This is an optimization exercise on Yosys and OpenROAD, whose aim is small area and a short achievable clock period, not a production implementation.
Only simulation tests tie the RTL to the original design; equivalence was not proved.
The clock port is modelled as an ideal driver, which makes a skipped or thinned clock tree look cheaper than it is; a real chip needs a root buffer or a tree.
No activity file was given, so power comes from the tool's default toggle rates.

Design pipelined_multiplier, start of the top module:
module pipelined_multiplier (
    input clk,
    input rst,
    input [10:0] n1,
    input [7:0] n2,
    output reg [18:0] product
);
For scale: roughly 120 flip-flops.
Settings: LEC_CHECK=0, CAP_MARGIN=20, CORE_MARGIN=2, CORE_UTILIZATION=60, SETUP_SLACK_MARGIN=2.85, SLEW_MARGIN=20; clock period 4.5 ns.
standard.sh (not shown) runs the stock make flow with config.mk's settings and CLKGATE_MAP_FILE= SYNTH_SCRIPT=/design/flow/synth_recipe.tcl, a recipe that flattens the netlist after the stock synthesis.
==> flow/flow/run.sh <==
#!/bin/bash
# Own layout flow: the standard ORFS flow (standard.sh) with three changes:
#  - synthesis: the same script as synth_recipe.tcl, except that the second
#    part of Yosys's synth (fine:) runs with -noabc, so the bit-level adders
#    of the design reach extract_fa as written and map onto full-adder cells
#    without inverters between them (the final ABC mapping still runs);
#  - port buffers: buffer_ports uses sky130_fd_sc_hd__buf_2 instead of the
#    cell it picks by itself (clkdlybuf4s50_1);
#  - clock tree: flow/mycts.tcl (sourced before CTS) replaces
#    clock_tree_synthesis with a one-level tree (4 clkbuf_16 buffers fed by
#    the clock port, each driving a quarter of the flip-flops).
# Each tool's output goes to its own log file in the work folder.
set -euo pipefail
work=$(pwd)
first='proc synth {args} { yosys synth -nofsm -noshare {*}$args }'
if [[ "$(head -1 synth_recipe.tcl)" == "$first" ]]; then
  {
    echo 'proc synth {args} { if {[lsearch $args "fine:"] >= 0} { yosys synth -nofsm -noshare -noabc {*}$args } else { yosys synth -nofsm -noshare {*}$args } }'
    tail -n +2 synth_recipe.tcl
  } > "$work/own_synth.tcl"
else
  cp synth_recipe.tcl "$work/own_synth.tcl"
fi
extra=()
if [[ -f flow/extra.mk ]]; then
  while IFS= read -r line; do
    [[ -n "$line" && "$line" != \#* ]] && extra+=("$line")
  done < flow/extra.mk
fi
bash standard.sh SYNTH_SCRIPT="$work/own_synth.tcl" \
  "BUFFER_PORTS_ARGS=-buffer_cell sky130_fd_sc_hd__buf_2" "PRE_CTS_TCL=$work/flow/mycts.tcl" ${extra[@]+"${extra[@]}"} finish \
  > "$work/orfs_make.log" 2>&1
==> flow/flow/mycts.tcl <==
rename clock_tree_synthesis orig_clock_tree_synthesis
proc clock_tree_synthesis {args} {
  set leaf_cell sky130_fd_sc_hd__clkbuf_16
  set root_cell none
  set nleaf 4
  if {[info exists ::env(OWN_CTS_LEAVES)]} { set nleaf $::env(OWN_CTS_LEAVES) }
  if {[info exists ::env(OWN_CTS_LEAF_CELL)]} { set leaf_cell $::env(OWN_CTS_LEAF_CELL) }
  if {[info exists ::env(OWN_CTS_ROOT_CELL)]} { set root_cell $::env(OWN_CTS_ROOT_CELL) }
  set block [ord::get_db_block]
  set clk_port [lindex [all_clocks] 0]
  set clk_net [[$block findBTerm clk] getNet]
  set sinks {}
  foreach pin [get_pins -of_objects [get_nets clk]] {
    if {[get_property $pin direction] ne "input"} { continue }
    set it [sta::sta_to_db_pin $pin]
    set bb [[$it getInst] getBBox]
    lappend sinks [list [expr {([$bb xMin] + [$bb xMax]) / 2}] [expr {([$bb yMin] + [$bb yMax]) / 2}] $pin]
  }
  set n [llength $sinks]
  puts "own cts: $n sinks, $nleaf leaf buffers"
  # split into nleaf groups: sort by y into rows of groups, then by x
  set ny [expr {int(sqrt($nleaf))}]
  if {$ny < 1} { set ny 1 }
  set nx [expr {($nleaf + $ny - 1) / $ny}]
  set groups {}
  set byy [lsort -integer -index 1 $sinks]
  set per_row [expr {($n + $ny - 1) / $ny}]
  for {set r 0} {$r < $ny} {incr r} {
    set row [lrange $byy [expr {$r * $per_row}] [expr {($r + 1) * $per_row - 1}]]
    set byx [lsort -integer -index 0 $row]
    set m [llength $byx]
    set per [expr {($m + $nx - 1) / $nx}]
    for {set c 0} {$c < $nx} {incr c} {
      set g [lrange $byx [expr {$c * $per}] [expr {($c + 1) * $per - 1}]]
      if {[llength $g]} { lappend groups $g }
    }
  }
  set dbu [$block getDbUnitsPerMicron]
  set leaves {}
  set k 0
  foreach g $groups {
    set sx 0; set sy 0; set pins {}
    foreach s $g { set sx [expr {$sx + [lindex $s 0]}]; set sy [expr {$sy + [lindex $s 1]}]; lappend pins [lindex $s 2] }
    set cx [expr {double($sx) / [llength $g] / $dbu}]
    set cy [expr {double($sy) / [llength $g] / $dbu}]
    set name "clkleaf_$k"
    set r [insert_buffer -buffer_cell $leaf_cell -net [get_nets clk] -load_pins $pins -location [list $cx $cy] -buffer_name $name -net_name "clknet_leaf_$k"]
    set name [get_full_name $r]
    lappend leaves $name
    incr k
  }
  if {$root_cell eq "none"} {
    foreach net [$block getNets] {
      set nm [$net getName]
      if {[string match clknet_* $nm] || $net eq $clk_net} { $net setSigType CLOCK }
    }
    set_propagated_clock [all_clocks]
    return
  }
  # root buffer at the centre of the leaves
  set sx 0; set sy 0; set pins {}
  foreach l $leaves {
    set bb [[$block findInst $l] getBBox]
    set sx [expr {$sx + ([$bb xMin] + [$bb xMax]) / 2}]
    set sy [expr {$sy + ([$bb yMin] + [$bb yMax]) / 2}]
    lappend pins [get_pins $l/A]
  }
  set cx [expr {double($sx) / [llength $leaves] / $dbu}]
  set cy [expr {double($sy) / [llength $leaves] / $dbu}]
  insert_buffer -buffer_cell $root_cell -net [get_nets clk] -load_pins $pins -location [list $cx $cy] -buffer_name clkroot -net_name clknet_root
  foreach net [$block getNets] {
    set nm [$net getName]
    if {[string match clknet_* $nm] || $net eq $clk_net} { $net setSigType CLOCK }
  }
  set_propagated_clock [all_clocks]
}
The first run went through all stages and came out clean.
Then changed:
--- a/flow/flow/run.sh
+++ b/flow/flow/run.sh
@@ -9,4 +9,3 @@
 #  - clock tree: flow/mycts.tcl (sourced before CTS) replaces
-#    clock_tree_synthesis with a one-level tree (4 clkbuf_16 buffers fed by
-#    the clock port, each driving a quarter of the flip-flops).
+#    clock_tree_synthesis with a two-level tree (root and 9 leaf buffers).
 # Each tool's output goes to its own log file in the work folder.
--- a/flow/flow/mycts.tcl
+++ b/flow/flow/mycts.tcl
@@ -1,6 +1,10 @@
+# Clock tree for a small design: the clock port drives one root buffer,
+# which drives NLEAF leaf buffers, each driving one group of flip-flops
+# (groups formed by position so each leaf is near its flip-flops).
+# Replaces clock_tree_synthesis, whose H-tree makes 17 buffers here.
 rename clock_tree_synthesis orig_clock_tree_synthesis
 proc clock_tree_synthesis {args} {
-  set leaf_cell sky130_fd_sc_hd__clkbuf_16
-  set root_cell none
-  set nleaf 4
+  set leaf_cell sky130_fd_sc_hd__clkbuf_8
+  set root_cell sky130_fd_sc_hd__clkbuf_16
+  set nleaf 9
   if {[info exists ::env(OWN_CTS_LEAVES)]} { set nleaf $::env(OWN_CTS_LEAVES) }
@@ -51,10 +55,2 @@
   }
-  if {$root_cell eq "none"} {
-    foreach net [$block getNets] {
-      set nm [$net getName]
-      if {[string match clknet_* $nm] || $net eq $clk_net} { $net setSigType CLOCK }
-    }
-    set_propagated_clock [all_clocks]
-    return
-  }
   # root buffer at the centre of the leaves
Effect:
- The new run passed the timing, DRC and antenna checks
- setup slack loses 39 ps
- clock power grows by 29%
- maximum frequency shrinks by 2.3%
- routed wire length went up by 3.4%
- register-to-register slack is about the same
- global-route usage rises by 0.19 points
- via count went up by 2.9%
Then changed:
--- a/flow/flow/run.sh
+++ b/flow/flow/run.sh
@@ -9,3 +9,4 @@
 #  - clock tree: flow/mycts.tcl (sourced before CTS) replaces
-#    clock_tree_synthesis with a two-level tree (root and 9 leaf buffers).
+#    clock_tree_synthesis with a one-level tree (4 clkbuf_16 buffers fed by
+#    the clock port, each driving a quarter of the flip-flops).
 # Each tool's output goes to its own log file in the work folder.
--- a/flow/flow/mycts.tcl
+++ b/flow/flow/mycts.tcl
@@ -1,10 +1,6 @@
-# Clock tree for a small design: the clock port drives one root buffer,
-# which drives NLEAF leaf buffers, each driving one group of flip-flops
-# (groups formed by position so each leaf is near its flip-flops).
-# Replaces clock_tree_synthesis, whose H-tree makes 17 buffers here.
 rename clock_tree_synthesis orig_clock_tree_synthesis
 proc clock_tree_synthesis {args} {
-  set leaf_cell sky130_fd_sc_hd__clkbuf_8
-  set root_cell sky130_fd_sc_hd__clkbuf_16
-  set nleaf 9
+  set leaf_cell sky130_fd_sc_hd__clkbuf_16
+  set root_cell none
+  set nleaf 4
   if {[info exists ::env(OWN_CTS_LEAVES)]} { set nleaf $::env(OWN_CTS_LEAVES) }
@@ -55,2 +51,10 @@
   }
+  if {$root_cell eq "none"} {
+    foreach net [$block getNets] {
+      set nm [$net getName]
+      if {[string match clknet_* $nm] || $net eq $clk_net} { $net setSigType CLOCK }
+    }
+    set_propagated_clock [all_clocks]
+    return
+  }
   # root buffer at the centre of the leaves
SETUP_SLACK_MARGIN = 2.75   (was 2.85)
=> The changed run ran to the end with no violations; combinational power is lower by a little under a tenth; die area is unchanged; final area is lower by a few percent; via count is lower by a few percent; setup slack gets better by 42 ps; final cell count is lower by a few percent; total power is lower by a few percent; maximum frequency is higher by a few percent; synthesized cell count stays the same; first-iteration DRC count is lower by well over a third; clock skew is lower by 7.0 ps.
No run of this note takes its clock network from TritonCTS; it comes from the design's own scripts or RTL.


Another version of the RTL of pipelined_multiplier (not shown whole).
For scale: ~380 cells after synthesis, roughly 120 flip-flops, about 40 I/O pins, roughly 5000 um^2 of cells after synthesis.
Settings: LEC_CHECK=0, CAP_MARGIN=20, CORE_MARGIN=2, CORE_UTILIZATION=60, CTS_BUF_LIST=sky130_fd_sc_hd__clkbuf_8, CTS_CLUSTER_SIZE=30, SLEW_MARGIN=20; clock period 4.5 ns.
==> flow/flow/run.sh <==
#!/bin/bash
# Own layout flow: the standard ORFS flow (standard.sh) with two changes:
#  - synthesis: the same script as synth_recipe.tcl, except that the second
#    part of Yosys's synth (fine:) runs with -noabc, so the bit-level adders
#    of the design reach extract_fa as written and map onto full-adder cells
#    without inverters between them (the final ABC mapping still runs);
#  - port buffers: buffer_ports uses sky130_fd_sc_hd__buf_2 instead of the
#    cell it picks by itself (clkdlybuf4s50_1).
# Each tool's output goes to its own log file in the work folder.
set -euo pipefail
work=$(pwd)
first='proc synth {args} { yosys synth -nofsm -noshare {*}$args }'
if [[ "$(head -1 synth_recipe.tcl)" == "$first" ]]; then
  {
    echo 'proc synth {args} { if {[lsearch $args "fine:"] >= 0} { yosys synth -nofsm -noshare -noabc {*}$args } else { yosys synth -nofsm -noshare {*}$args } }'
    tail -n +2 synth_recipe.tcl
  } > "$work/own_synth.tcl"
else
  cp synth_recipe.tcl "$work/own_synth.tcl"
fi
extra=()
if [[ -f flow/extra.mk ]]; then
  while IFS= read -r line; do
    [[ -n "$line" && "$line" != \#* ]] && extra+=("$line")
  done < flow/extra.mk
fi
bash standard.sh SYNTH_SCRIPT="$work/own_synth.tcl" \
  "BUFFER_PORTS_ARGS=-buffer_cell sky130_fd_sc_hd__buf_2" ${extra[@]+"${extra[@]}"} finish \
  > "$work/orfs_make.log" 2>&1
Then changed:
==> flow/run.sh (new file) <==
#!/bin/bash
# synth_recipe.tcl (not shown) runs the flow's synth.tcl, then flattens the netlist and writes it again
# the make line also repeats each setting of config.mk as NAME=value (left out here)
make -C /OpenROAD-flow-scripts/flow DESIGN_CONFIG=/design/flow/config.mk WORK_HOME=/design/flow/orfs CLKGATE_MAP_FILE= SYNTH_SCRIPT=/design/flow/synth_recipe.tcl finish
Settings changed: CORE_UTILIZATION 60 to 40, CTS_BUF_LIST sky130_fd_sc_hd__clkbuf_8 to unset, CTS_CLUSTER_SIZE 30 to unset.
removed: flow/flow/run.sh
removed: flow/standard.sh
Result: Count of clock-buffer cells in the layout rises by 7. Synthesized cell count came out higher by about a fifth. Via count is higher by roughly a tenth. Setup slack loses 110 ps. Power rose by a few percent. Sequential share of layout area is lower by 3.8 points. Synthesized area climbs by a few percent. Cell area rises by roughly a tenth. Cell count climbs by a quarter to a third. Routed wire length goes up by roughly a tenth. Clock skew stays flat.
Then changed:
==> flow/flow/run.sh (new file) <==
#!/bin/bash
# Own layout flow: the standard ORFS flow (standard.sh) with two changes:
#  - synthesis: the same script as synth_recipe.tcl, except that the second
#    part of Yosys's synth (fine:) runs with -noabc, so the bit-level adders
#    of the design reach extract_fa as written and map onto full-adder cells
#    without inverters between them (the final ABC mapping still runs);
#  - port buffers: buffer_ports uses sky130_fd_sc_hd__buf_2 instead of the
#    cell it picks by itself (clkdlybuf4s50_1).
# Each tool's output goes to its own log file in the work folder.
set -euo pipefail
work=$(pwd)
first='proc synth {args} { yosys synth -nofsm -noshare {*}$args }'
if [[ "$(head -1 synth_recipe.tcl)" == "$first" ]]; then
  {
    echo 'proc synth {args} { if {[lsearch $args "fine:"] >= 0} { yosys synth -nofsm -noshare -noabc {*}$args } else { yosys synth -nofsm -noshare {*}$args } }'
    tail -n +2 synth_recipe.tcl
  } > "$work/own_synth.tcl"
else
  cp synth_recipe.tcl "$work/own_synth.tcl"
fi
extra=()
if [[ -f flow/extra.mk ]]; then
  while IFS= read -r line; do
    [[ -n "$line" && "$line" != \#* ]] && extra+=("$line")
  done < flow/extra.mk
fi
bash standard.sh SYNTH_SCRIPT="$work/own_synth.tcl" \
  "BUFFER_PORTS_ARGS=-buffer_cell sky130_fd_sc_hd__buf_2" ${extra[@]+"${extra[@]}"} finish \
  > "$work/orfs_make.log" 2>&1
==> flow/standard.sh (new file) <==
#!/bin/bash
# synth_recipe.tcl (not shown) runs the flow's synth.tcl, then flattens the netlist and writes it again
# the make line also repeats each setting of config.mk as NAME=value (left out here)
make -C /OpenROAD-flow-scripts/flow DESIGN_CONFIG=/design/flow/config.mk WORK_HOME=/design/flow/orfs CLKGATE_MAP_FILE= SYNTH_SCRIPT=/design/flow/synth_recipe.tcl "${@:-finish}"
removed: flow/run.sh
Maximum frequency goes up by about 5.6%.
Sequential share of layout area goes up by 1.8 points.
Power goes up by about 5%.
Area after synthesis goes down by 2.6%.
Core utilization goes down by 0.33 points.
Combinational power goes up by about 1%.
Wire length goes down by about 4.3%.
Design area goes down by about 4.3%.
Cell count goes down by about 10%.
Non-clock buffer count does not change.
Then changed:
Settings changed: CORE_UTILIZATION 40 to 60, CTS_BUF_LIST set to sky130_fd_sc_hd__clkbuf_8, CTS_CLUSTER_SIZE set to 30, SETUP_SLACK_MARGIN set to 2.8.
What happened: The new run finished clean. Combinational power climbs by roughly a tenth. Wire length drops by a few percent. Final area drops by a few percent. Total power drops by roughly a tenth. Register-to-register slack gets better by 160 ps. Area after synthesis stays the same.


== ember ==
pipelined_multiplier, a different RTL version from the one above (not shown whole).
Size: about 40 I/O pins.
clock: 4.5 ns
lec_check: 0
cap_margin: 20
core_margin: 2
core_utilization: 60
setup_slack_margin: 2.8
slew_margin: 20
==> flow/flow/run.sh <==
#!/bin/bash
# Own layout flow: the standard ORFS flow (standard.sh) with three changes:
#  - synthesis: the same script as synth_recipe.tcl, except that the second
#    part of Yosys's synth (fine:) runs with -noabc, so the bit-level adders
#    of the design reach extract_fa as written and map onto full-adder cells
#    without inverters between them (the final ABC mapping still runs);
#  - port buffers: buffer_ports uses sky130_fd_sc_hd__buf_1 instead of the
#    cell it picks by itself (clkdlybuf4s50_1);
#  - clock tree: flow/mycts.tcl (sourced before CTS) replaces
#    clock_tree_synthesis with a one-level tree (4 clkbuf_16 buffers fed by
#    the clock port, each driving a quarter of the flip-flops).
# Each tool's output goes to its own log file in the work folder.
set -euo pipefail
work=$(pwd)
first='proc synth {args} { yosys synth -nofsm -noshare {*}$args }'
if [[ "$(head -1 synth_recipe.tcl)" == "$first" ]]; then
  {
    echo 'proc synth {args} { if {[lsearch $args "fine:"] >= 0} { yosys synth -nofsm -noshare -noabc {*}$args } else { yosys synth -nofsm -noshare {*}$args } }'
    tail -n +2 synth_recipe.tcl
  } > "$work/own_synth.tcl"
else
  cp synth_recipe.tcl "$work/own_synth.tcl"
fi
extra=()
if [[ -f flow/extra.mk ]]; then
  while IFS= read -r line; do
    [[ -n "$line" && "$line" != \#* ]] && extra+=("$line")
  done < flow/extra.mk
fi
bash standard.sh SYNTH_SCRIPT="$work/own_synth.tcl" \
  "BUFFER_PORTS_ARGS=-buffer_cell sky130_fd_sc_hd__buf_1" "PRE_CTS_TCL=$work/flow/mycts.tcl" ${extra[@]+"${extra[@]}"} finish \
  > "$work/orfs_make.log" 2>&1
Other scripts of this flow, unchanged in this note and not shown: flow/flow/mycts.tcl
ember | status: complete | timing, DRC, antenna: pass
Relative to ember, the following input files were edited for violet:
Settings: setting ABC_AREA to 1 for the first time.
Notes after the runs:
violet completed every stage of the flow, and the final layout passed the timing, DRC and antenna checks. Switching power ends up higher on ember. Going from ember to violet, the core utilization was found to have gone down by 4.4 points. Relative to ember, the final period demand of the worst path of violet is lower by 0.055 ns. Between ember and violet, minimum hold slack increased.
In every run of this note, the design's own scripts or RTL, not TritonCTS, make the clock network.

static timing again, ports no longer ideal:
No port has a modelled driver above. Below, the same layouts with a new extraction and two added sets of constraints.
Step 1, drivers: a clkbuf_16 drives clk and a buf_2 each remaining input, both assumed.
Step 2 adds t to the input delays and takes it off the output delays; t is the mean of the earliest and latest rising clock arrival at the registers after step 1. Input paths then give back, and output paths get back, about the clock's delay inside the block.
Three values: no drivers, after step 1, after step 2; two values: the first two.
run	t, ns	setup WS [ns]	worst setup path after step 2	cell pins on the clock port's net
the first run of note 1	0.244	2.802 / 2.802 / 2.802	register to register	4
the second run of note 1	0.370	2.763 / 2.726 / 2.801	register to register	1
the third run of note 1	0.243	2.805 / 2.805 / 2.805	register to register	4
the first run of note 2	0.444	2.434 / 2.434 / 2.434	register to register	1
the second run of note 2	0.440	2.319 / 2.284 / 2.435	register to register	1
the third run of note 2	0.438	2.435 / 2.435 / 2.435	register to register	1
the fourth run of note 2	0.442	2.592 / 2.592 / 2.592	register to register	1
ember	0.242	2.783 / 2.783 / 2.783	register to register	4
violet	0.238	2.838 / 2.838 / 2.838	register to register	4
After both steps every run listed still meets setup and hold.
